Context: an optimization exercise on an open-source flow, tuned for small area, a short achievable clock period and few clock cycles. The choices shown serve that exercise and are no tape-out recipe. At most, simulation tests tie the RTL to the original design; equivalence was not proved. The clock port is modelled as an ideal driver; clocking choices that lean on that would not hold on a real chip. Power and IR drop assume default switching activity.

Setup of the previous run:
## RISC
module RISC(clk, rst, imem_addr, imem_rdata, dmem_addr, dmem_wdata, dmem_we, dmem_rdata);
Size in the first run: roughly 4,600 cells after synthesis, about 160 I/O pins.
Settings: LEC_CHECK=0, CAP_MARGIN=20, CORE_MARGIN=2, CORE_UTILIZATION=40, CTS_CLUSTER_DIAMETER=80, CTS_CLUSTER_SIZE=25, SETUP_SLACK_MARGIN=1.0, SLEW_MARGIN=20, SYNTH_HIERARCHICAL=1; clock period 11.0 ns.
standard.sh (not shown) runs the stock make flow with config.mk's settings and CLKGATE_MAP_FILE= SYNTH_SCRIPT=/design/flow/synth_recipe.tcl, a recipe that flattens the netlist after the stock synthesis.
==> flow/flow/run.sh <==
#!/bin/bash
# Layout flow: the standard synthesis, then the standard ORFS steps with
# timing repair aimed below the clock period (SETUP_SLACK_MARGIN, in ns),
# one more repair pass after CTS (flow/post_cts.tcl), plain buffers on the
# ports, and the standard.sh to write out/final.def. Each tool's output
# goes to a log file here; ORFS's per-step logs are under orfs/logs.
set -euo pipefail
MARGIN=$(cat flow/margin.txt)
EXTRA=$(cat flow/extra_margin.txt)
bash standard.sh synth > synth_standard.log 2>&1
make -C "$FLOW_HOME" DESIGN_CONFIG="$FLOW_CONFIG" WORK_HOME="$PWD/orfs" \
  CLKGATE_MAP_FILE= SYNTH_SCRIPT="$PWD/synth_recipe.tcl" \
  SETUP_SLACK_MARGIN="$MARGIN" \
  BUFFER_PORTS_ARGS="-buffer_cell sky130_fd_sc_hd__buf_2" \
  POST_CTS_TCL="$PWD/flow/post_cts.tcl" EXTRA_MARGIN="$EXTRA" \
  finish > make_finish.log 2>&1
bash standard.sh finish > write_def.log 2>&1
==> flow/flow/extra_margin.txt <==
7.7
==> flow/flow/margin.txt <==
7.5
==> flow/flow/post_cts.tcl <==
# One more setup-repair pass after CTS, aimed EXTRA_MARGIN ns below the
# clock period: the standard pass stops early on this design.
set_propagated_clock [all_clocks]
estimate_parasitics -placement
repair_timing -setup -setup_margin $::env(EXTRA_MARGIN) -verbose
detailed_placement
check_placement -verbose
For the current run, these inputs were changed with respect to the previous run:
--- a/flow/design.v
+++ b/flow/design.v
@@ -612,48 +612,64 @@
 module mux10(s, d1, d0, y);
 	input        s;
 	input  [9:0] d1, d0;
 	output [9:0] y;
 	assign y = s ? d1 : d0;
 endmodule
-module zero32(a, b, ci, an, z);
+module zero32(a, b, an, z);
 	input  [31:0] a, b;
-	input         ci, an;
+	input         an;
 	output        z;
 	wire   [31:0] x, o, d, c;
-	wire   [7:0]  n, nc;
-	wire   [1:0]  m, mc;
 	wire          za, zc;
 	genvar i;
 	generate
 	for (i = 0; i < 32; i = i + 1)
 	begin : bt
 		g_xor2 ux(.a(a[i]), .b(b[i]), .y(x[i]));
 		g_and2 uc(.a(a[i]), .b(b[i]), .y(c[i]));
 		if (i < 31)
 			g_or2 uo(.a(a[i]), .b(b[i]), .y(o[i]));
 		if (i == 0)
-			g_xor2 ud(.a(x[0]), .b(ci), .y(d[0]));
+			assign d[0] = x[0];
 		else
 			g_xor2 ud(.a(x[i]), .b(o[i-1]), .y(d[i]));
 	end
+	endgenerate
+	nor32 tza(.x(d), .z(za));
+	nor32 tzc(.x(c), .z(zc));
+	assign o[31] = 1'b0;
+	assign z = an ? zc : za;
+endmodule
+module nor32(x, z);
+	input  [31:0] x;
+	output        z;
+	wire   [15:0] l1;
+	wire   [7:0]  l2;
+	wire   [3:0]  l3;
+	wire   [1:0]  l4;
+	genvar i;
+	generate
+	for (i = 0; i < 16; i = i + 1)
+	begin : a
+		g_nor2 u(.a(x[2*i]), .b(x[2*i+1]), .y(l1[i]));
+	end
 	for (i = 0; i < 8; i = i + 1)
-	begin : r1
-		g_nor4 un(.a(d[4*i]), .b(d[4*i+1]), .c(d[4*i+2]), .d(d[4*i+3]), .y(n[i]));
-		g_nor4 uc(.a(c[4*i]), .b(c[4*i+1]), .c(c[4*i+2]), .d(c[4*i+3]), .y(nc[i]));
+	begin : b
+		g_nand2 u(.a(l1[2*i]), .b(l1[2*i+1]), .y(l2[i]));
+	end
+	for (i = 0; i < 4; i = i + 1)
+	begin : c
+		g_nor2 u(.a(l2[2*i]), .b(l2[2*i+1]), .y(l3[i]));
 	end
 	for (i = 0; i < 2; i = i + 1)
-	begin : r2
-		g_nand4 un(.a(n[4*i]), .b(n[4*i+1]), .c(n[4*i+2]), .d(n[4*i+3]), .y(m[i]));
-		g_nand4 uc(.a(nc[4*i]), .b(nc[4*i+1]), .c(nc[4*i+2]), .d(nc[4*i+3]), .y(mc[i]));
+	begin : d
+		g_nand2 u(.a(l3[2*i]), .b(l3[2*i+1]), .y(l4[i]));
 	end
 	endgenerate
-	g_nor2 uza(.a(m[0]), .b(m[1]), .y(za));
-	g_nor2 uzc(.a(mc[0]), .b(mc[1]), .y(zc));
-	assign o[31] = 1'b0;
-	assign z = an ? zc : za;
+	g_nor2 ue(.a(l4[0]), .b(l4[1]), .y(z));
 endmodule
 `timescale 1ns/1ps
 module RISC(clk, rst, imem_addr, imem_rdata, dmem_addr, dmem_wdata, dmem_we, dmem_rdata);
 	input clk, rst;
 	output [31:0] imem_addr;
 	input  [31:0] imem_rdata;
@@ -779,13 +795,13 @@
 		e_load  <= d_load;
 		e_store <= d_store;
 		e_br    <= d_br;
 		e_jal   <= d_jal;
 		e_wr    <= d_wr;
 		e_pt    <= d_pt | d_take;
-		e_zok   <= d_alu & ((d_f3 == 3'b111) | ((d_f3 != 3'b010) & ~d_f3[2]));    
+		e_zok   <= d_i & ((d_f3 == 3'b111) | ((d_f3 != 3'b010) & ~d_f3[2]));    
 		e_sub   <= d_sub;
 		e_slt   <= d_slt;
 		e_xor   <= d_alu & (d_f3 == 3'b100);
 		e_or    <= d_alu & (d_f3 == 3'b110);
 		e_and   <= d_alu & (d_f3 == 3'b111);
 		e_logic <= d_jal | (d_alu & d_f3[2] & (d_f3 != 3'b101));
@@ -798,13 +814,13 @@
 	                 e_fb    ? (m_res ^ {32{e_sub}}) : (e_b ^ {32{e_binv}});
 	wire [31:0] R2 = e_fs ? m_res : e_b;                     
 	wire [31:0] sum, lres;
 	wire        eq;
 	addc32 u_alu(.a(A), .b(B), .ci(e_sub), .s(sum));
 	eq32  u_eq(.a(A), .b(R2), .eq(eq));
-	zero32 u_zero(.a(A), .b(B), .ci(e_sub), .an(e_and), .z(e_zero));
+	zero32 u_zero(.a(A), .b({{11{e_off[20]}}, e_off}), .an(e_and), .z(e_zero));
 	wire        taken  = e_jal | (e_br & eq);
 	wire [31:0] pcn_off, pcn_inc;
 	add32 u_pcoff(.a(e_pcn), .b({{11{e_off[20]}}, e_off}), .s(pcn_off));
 	inc32 u_pcinc(.a(e_pcn), .s(pcn_inc));
 	wire [31:0] pcn_next = taken ? pcn_off : pcn_inc;
 	g_and2 u_emis(.a(e_valid & e_br & ~e_pt), .b(eq), .y(e_mis));    
==> comparison <==
Between the current run and the previous run, the met2 capacity usage during global routing figures differ only marginally. Number of DRC violations after detailed-routing iteration 0 delta for the current run relative to the previous run: about 5% lower. Changes observed in the current run relative to the previous run: cell area down 820 um^2; internal power shows a reduction of 1.3%; worst setup margin grew by 39 ps; final cycle utilization of the critical path -0.36 points; initial antenna violation count went down 10. Utilization the previous run -> the current run: down.
Testbench counts of the current run, summed over its fixed seeds: cycles 103,493.
For the previous run, only the layout was checked, not whether the RTL still works.


## trial 72
RISC, a different RTL version from the one above (not shown whole).
For scale: roughly 4500 cells after synthesis, about 1300 flip-flops, roughly 160 I/O pins.
==> module RISC, before the edit <==
module RISC(clk, rst, imem_addr, imem_rdata, dmem_addr, dmem_wdata, dmem_we, dmem_rdata);
	input clk, rst;
	output [31:0] imem_addr;
	input  [31:0] imem_rdata;
	output [31:0] dmem_addr;
	output [31:0] dmem_wdata;
	output        dmem_we;
	input  [31:0] dmem_rdata;
	localparam [6:0] OP_LOAD = 7'b0000011, OP_STORE = 7'b0100011, OP_R = 7'b0110011,
	                 OP_I = 7'b0010011, OP_B = 7'b1100011, OP_J = 7'b1101111;
	reg  [9:0]  fpc;           
	reg         e_valid;       
	reg  [31:0] e_pcn;         
	reg  [9:0]  e_btgt;        
	reg  [31:0] e_a;           
	reg  [31:0] e_b;           
	reg         e_binv;        
	reg  [20:0] e_off;         
	reg         e_imm;         
	reg  [4:0]  e_rd;
	reg         e_load, e_store, e_br, e_jal, e_wr, e_pt;
	reg         e_sub, e_slt, e_xor, e_or, e_and, e_logic;
	reg         e_fa, e_fb, e_fs;  
	reg  [31:0] m_res;         
	reg  [31:0] m_sd;          
	reg  [4:0]  m_rd;
	reg         m_we, m_wr, m_load;
	wire [31:0] ins = imem_rdata;
	wire [6:0]  f_op  = ins[6:0];
	wire [4:0]  f_rd  = ins[11:7];
	wire [2:0]  f_f3  = ins[14:12];
	wire [4:0]  f_rs1 = ins[19:15];
	wire [4:0]  f_rs2 = ins[24:20];
	wire f_load  = (f_op == OP_LOAD);
	wire f_store = (f_op == OP_STORE);
	wire f_r     = (f_op == OP_R);
	wire f_i     = (f_op == OP_I);
	wire f_br    = (f_op == OP_B);
	wire f_jal   = (f_op == OP_J);
	wire f_use1  = f_load | f_store | f_r | f_i | f_br;
	wire f_use2  = f_store | f_r | f_br;
	wire f_imm   = f_i | f_load | f_store;
	wire f_wr    = (f_load | f_r | f_i | f_jal) & (f_rd != 5'd0);
	wire f_same  = (f_rs1 == f_rs2);
	wire f_pt    = f_jal | (f_br & f_same);              
	wire f_alu   = f_r | f_i;
	wire f_slt   = f_alu & (f_f3 == 3'b010);
	wire f_sub   = (f_r & (f_f3 == 3'b000) & ins[30]) | f_slt;
	wire        e_w = e_valid & e_wr;                    
	wire stall = e_valid & e_load & e_wr &
	             ((f_rs1 == e_rd) | (f_rs2 == e_rd));
	wire        e_mis;
	wire [9:0] fpc_seq, fpc_jal, fpc_br;
	inc10 u_fseq(.a(fpc), .s(fpc_seq));
	add10 u_fjal(.a(fpc), .b({ins[29:21], 1'b0}), .s(fpc_jal));
	add10 u_fbr (.a(fpc), .b({ins[29:25], ins[11:8], 1'b1}), .s(fpc_br));
	wire       s_mis  = e_mis;
	wire       s_hold = ~e_mis & stall;
	wire       s_go   = ~e_mis & ~stall;
	wire [9:0] fpc_next;
	sel5x10 u_fnext(.s0(s_mis), .d0(e_btgt), .s1(s_hold), .d1(fpc),
	                .s2(s_go & f_jal), .d2(fpc_jal), .s3(s_go & f_br & f_same), .d3(fpc_br),
	                .s4(s_go & ~f_pt), .d4(fpc_seq), .y(fpc_next));
	always @(posedge clk or posedge rst)
		if (rst)
			fpc <= 10'd0;
		else
			fpc <= fpc_next;
	reg  [9:0]  fpc_o;
	always @(posedge clk)
		if (rst)
			fpc_o <= 10'd0;
		else
			fpc_o <= fpc_next;
	assign imem_addr = {22'd0, fpc_o};
	wire [31:0] m_wd = m_load ? dmem_rdata : m_res;
	wire [31:0] rf1n, rf2n;    
	reg rf_clr;
	always @(posedge clk or posedge rst)
		if (rst)
			rf_clr <= 1'b1;
		else
			rf_clr <= 1'b0;
	RegFile regFile(.clk(clk), .clr(rf_clr), .we(m_wr), .wa(m_rd), .wd(m_wd),
	                .ra1(f_rs1), .ra2(f_rs2), .rd1n(rf1n), .rd2n(rf2n));
	always @(posedge clk or posedge rst)
		if (rst)
			e_valid <= 1'b0;
		else
			e_valid <= ~e_mis & ~stall;
	always @(posedge clk)
	begin
		e_a     <= ~rf1n;
		e_b     <= ~rf2n;
		e_binv  <= f_sub & ~f_imm;
		e_off   <= f_jal   ? {ins[31], ins[19:12], ins[20], ins[30:21], 1'b0} :
		           f_store ? {{9{ins[31]}}, ins[31:25], ins[11:7]} :
		           f_imm   ? {{9{ins[31]}}, ins[31:20]} ^ {21{f_sub}}
		                   : {{9{ins[31]}}, ins[7], ins[30:25], ins[11:8], 1'b1};
		e_imm   <= f_imm;
		e_rd    <= f_rd;
		e_btgt  <= fpc_br;
		e_load  <= f_load;
		e_store <= f_store;
		e_br    <= f_br;
		e_jal   <= f_jal;
		e_wr    <= f_wr;
		e_pt    <= f_pt;
		e_sub   <= f_sub;
		e_slt   <= f_slt;
		e_xor   <= f_alu & (f_f3 == 3'b100);
		e_or    <= f_alu & (f_f3 == 3'b110);
		e_and   <= f_alu & (f_f3 == 3'b111);
		e_logic <= f_jal | (f_alu & f_f3[2] & (f_f3 != 3'b101));
		e_fa    <= e_w & (e_rd == f_rs1);
		e_fb    <= e_w & (e_rd == f_rs2) & ~f_imm;
		e_fs    <= e_w & (e_rd == f_rs2);
	end
	wire [31:0] A  = e_fa ? m_res : e_a;
	wire [31:0] B  = e_imm   ? {{11{e_off[20]}}, e_off} :
	                 e_fb    ? (m_res ^ {32{e_sub}}) : (e_b ^ {32{e_binv}});
	wire [31:0] R2 = e_fs ? m_res : e_b;                     
	wire [31:0] sum;
	wire        eq;
	addc32 u_alu(.a(A), .b(B), .ci(e_sub), .s(sum));
	eq32  u_eq(.a(A), .b(R2), .eq(eq));
	wire        taken  = e_jal | (e_br & eq);
	wire [31:0] pcn_off, pcn_inc;
	add32 u_pcoff(.a(e_pcn), .b({{11{e_off[20]}}, e_off}), .s(pcn_off));
	inc32 u_pcinc(.a(e_pcn), .s(pcn_inc));
	wire [31:0] pcn_next = taken ? pcn_off : pcn_inc;
	assign      e_mis  = e_valid & e_br & ~e_pt & eq;
	wire [31:0] lres = e_jal ? e_pcn :
	                   e_xor ? (A ^ B) :
	                   e_or  ? (A | B) : (A & B);
	wire [31:0] res;
	resmux u_res(.lg(e_logic), .slt(e_slt), .lres(lres), .sum(sum), .res(res));
	always @(posedge clk or posedge rst)
		if (rst)
			e_pcn <= 32'd1;
		else if (e_valid)
			e_pcn <= pcn_next;
	always @(posedge clk or posedge rst)
		if (rst)
		begin
			m_res  <= 32'd0;       
			m_we   <= 1'b0;
			m_wr   <= 1'b0;
			m_load <= 1'b0;
		end
		else
		begin
			m_res  <= res;
			m_we   <= e_valid & e_store;
			m_wr   <= e_w;
			m_load <= e_load;
		end
	reg  [31:0] m_addr;
	always @(posedge clk)
	begin
		m_sd   <= R2;
		m_rd   <= e_rd;
		m_addr <= res;
	end
	assign dmem_addr  = m_addr;
	assign dmem_wdata = m_sd;
	assign dmem_we    = m_we;
endmodule
clock: 11.0 ns
lec_check: 0
cap_margin: 20
core_margin: 2
core_utilization: 40
cts_cluster_diameter: 80
cts_cluster_size: 25
setup_slack_margin: 1.0
slew_margin: 20
synth_hierarchical: 1
==> flow/flow/run.sh <==
#!/bin/bash
# Layout flow: the standard synthesis, then the standard ORFS steps with
# timing repair aimed below the clock period (SETUP_SLACK_MARGIN, in ns) and
# plain buffers on the ports, and the standard.sh to write out/final.def.
# Each tool's output goes to a log file here; ORFS's per-step logs are under
# orfs/logs.
set -euo pipefail
MARGIN=$(cat flow/margin.txt)
bash standard.sh synth > synth_standard.log 2>&1
make -C "$FLOW_HOME" DESIGN_CONFIG="$FLOW_CONFIG" WORK_HOME="$PWD/orfs" \
  CLKGATE_MAP_FILE= SYNTH_SCRIPT="$PWD/synth_recipe.tcl" \
  SETUP_SLACK_MARGIN="$MARGIN" \
  BUFFER_PORTS_ARGS="-buffer_cell sky130_fd_sc_hd__buf_2" \
  finish > make_finish.log 2>&1
bash standard.sh finish > write_def.log 2>&1
Scripts as last shown in full above: flow/flow/margin.txt
Trial 72 ended with every stage complete and zero timing, DRC or antenna violations.
--- input diff trial 72..trial 14 ---
diff --git a/flow/design.v b/flow/design.v
--- a/flow/design.v
+++ b/flow/design.v
@@ -153,10 +153,25 @@
 	input        s0, s1, s2, s3, s4;
 	input  [9:0] d0, d1, d2, d3, d4;
 	output [9:0] y;
 	assign y = (d0 & {10{s0}}) | (d1 & {10{s1}}) | (d2 & {10{s2}}) | (d3 & {10{s3}}) | (d4 & {10{s4}});
 endmodule
+module fctl(op, rs1, rs2, e_rd, e_ld, e_mis, stall, s_mis, s_hold, s_jal, s_br, s_seq, go);
+	input  [6:0] op;
+	input  [4:0] rs1, rs2, e_rd;
+	input        e_ld, e_mis;
+	output       stall, s_mis, s_hold, s_jal, s_br, s_seq, go;
+	wire jal  = (op == 7'b1101111);
+	wire br   = (op == 7'b1100011) & (rs1 == rs2);
+	assign stall  = e_ld & ((rs1 == e_rd) | (rs2 == e_rd));
+	assign go     = ~e_mis & ~stall;
+	assign s_mis  = e_mis;
+	assign s_hold = ~e_mis & stall;
+	assign s_jal  = go & jal;
+	assign s_br   = go & br;
+	assign s_seq  = go & ~jal & ~br;
+endmodule
 `timescale 1ns/1ps
 module RISC(clk, rst, imem_addr, imem_rdata, dmem_addr, dmem_wdata, dmem_we, dmem_rdata);
 	input clk, rst;
 	output [31:0] imem_addr;
 	input  [31:0] imem_rdata;
@@ -203,36 +218,30 @@
 	wire f_pt    = f_jal | (f_br & f_same);              
 	wire f_alu   = f_r | f_i;
 	wire f_slt   = f_alu & (f_f3 == 3'b010);
 	wire f_sub   = (f_r & (f_f3 == 3'b000) & ins[30]) | f_slt;
 	wire        e_w = e_valid & e_wr;                    
-	wire stall = e_valid & e_load & e_wr &
-	             ((f_rs1 == e_rd) | (f_rs2 == e_rd));
+	wire stall, s_mis, s_hold, s_jal, s_br, s_seq, s_go;
 	wire        e_mis;
 	wire [9:0] fpc_seq, fpc_jal, fpc_br;
 	inc10 u_fseq(.a(fpc), .s(fpc_seq));
 	add10 u_fjal(.a(fpc), .b({ins[29:21], 1'b0}), .s(fpc_jal));
-	add10 u_fbr (.a(fpc), .b({ins[29:25], ins[11:8], 1'b1}), .s(fpc_br));
-	wire       s_mis  = e_mis;
-	wire       s_hold = ~e_mis & stall;
-	wire       s_go   = ~e_mis & ~stall;
+	add10 u_fbr (.a(fpc_seq), .b({ins[29:25], ins[11:8], 1'b0}), .s(fpc_br));
+	fctl u_fctl(.op(f_op), .rs1(f_rs1), .rs2(f_rs2), .e_rd(e_rd),
+	            .e_ld(e_valid & e_load & e_wr), .e_mis(e_mis),
+	            .stall(stall), .s_mis(s_mis), .s_hold(s_hold), .s_jal(s_jal),
+	            .s_br(s_br), .s_seq(s_seq), .go(s_go));
 	wire [9:0] fpc_next;
 	sel5x10 u_fnext(.s0(s_mis), .d0(e_btgt), .s1(s_hold), .d1(fpc),
-	                .s2(s_go & f_jal), .d2(fpc_jal), .s3(s_go & f_br & f_same), .d3(fpc_br),
-	                .s4(s_go & ~f_pt), .d4(fpc_seq), .y(fpc_next));
+	                .s2(s_jal), .d2(fpc_jal), .s3(s_br), .d3(fpc_br),
+	                .s4(s_seq), .d4(fpc_seq), .y(fpc_next));
 	always @(posedge clk or posedge rst)
 		if (rst)
 			fpc <= 10'd0;
 		else
 			fpc <= fpc_next;
-	reg  [9:0]  fpc_o;
-	always @(posedge clk)
-		if (rst)
-			fpc_o <= 10'd0;
-		else
-			fpc_o <= fpc_next;
-	assign imem_addr = {22'd0, fpc_o};
+	assign imem_addr = {22'd0, fpc};
 	wire [31:0] m_wd = m_load ? dmem_rdata : m_res;
 	wire [31:0] rf1n, rf2n;    
 	reg rf_clr;
 	always @(posedge clk or posedge rst)
 		if (rst)
@@ -243,11 +252,11 @@
 	                .ra1(f_rs1), .ra2(f_rs2), .rd1n(rf1n), .rd2n(rf2n));
 	always @(posedge clk or posedge rst)
 		if (rst)
 			e_valid <= 1'b0;
 		else
-			e_valid <= ~e_mis & ~stall;
+			e_valid <= s_go;
 	always @(posedge clk)
 	begin
 		e_a     <= ~rf1n;
 		e_b     <= ~rf2n;
 		e_binv  <= f_sub & ~f_imm;
## What came out
- | upper clock frequency limit | trial 14 vs trial 72 | ≈ equal |
- Trial 72 → trial 14: area of the multi-input gates was more or less identical, count of distinct cell types in the synthesized netlist increased by 3.7% relative to the old numbers, utilization of the core after routing down 0.81 points.
- | area after synthesis | trial 72 vs trial 14 | ≈ equal |
No functional check of the RTL was part of any run of this note.

[re-timing with driven ports]
The flow's constraints put no driver on any port. The routed layouts listed below were extracted and timed again, unchanged, in two steps.
Step 1 (the two cells are an assumption about what drives the block):
set clk [get_ports {clk}]
set_driving_cell -lib_cell sky130_fd_sc_hd__clkbuf_16 $clk
set_driving_cell -lib_cell sky130_fd_sc_hd__buf_2 [delete_from_list [all_inputs] $clk]
Step 2 adds t to the input delays and takes it off the output delays; t is the mean of the earliest and latest rising clock arrival at the registers after step 1. Input paths then give back, and output paths get back, about the clock's delay inside the block.
Slacks: ideal ports / drivers / drivers and shift; pairs: ideal ports / drivers.
run | t (ns) | setup WS [ns] | worst setup path after step 2 | clock arrival spread, ns
the previous run | 0.792 | 7.419 / 7.419 / 6.893 | input to register | 0.102 / 0.101
the current run | 0.794 | 7.458 / 7.380 / 6.893 | input to register | 0.074 / 0.074
trial 72 | 0.812 | 7.231 / 7.204 / 6.391 | input to register | 0.077 / 0.077
trial 14 | 0.793 | 7.227 / 7.101 / 6.307 | input to register | 0.050 / 0.049
After both steps setup and hold are still met in every run listed. The setup slack of trial 14, which loses most, moves by -0.126 ns with the drivers and by -0.920 ns with both steps.
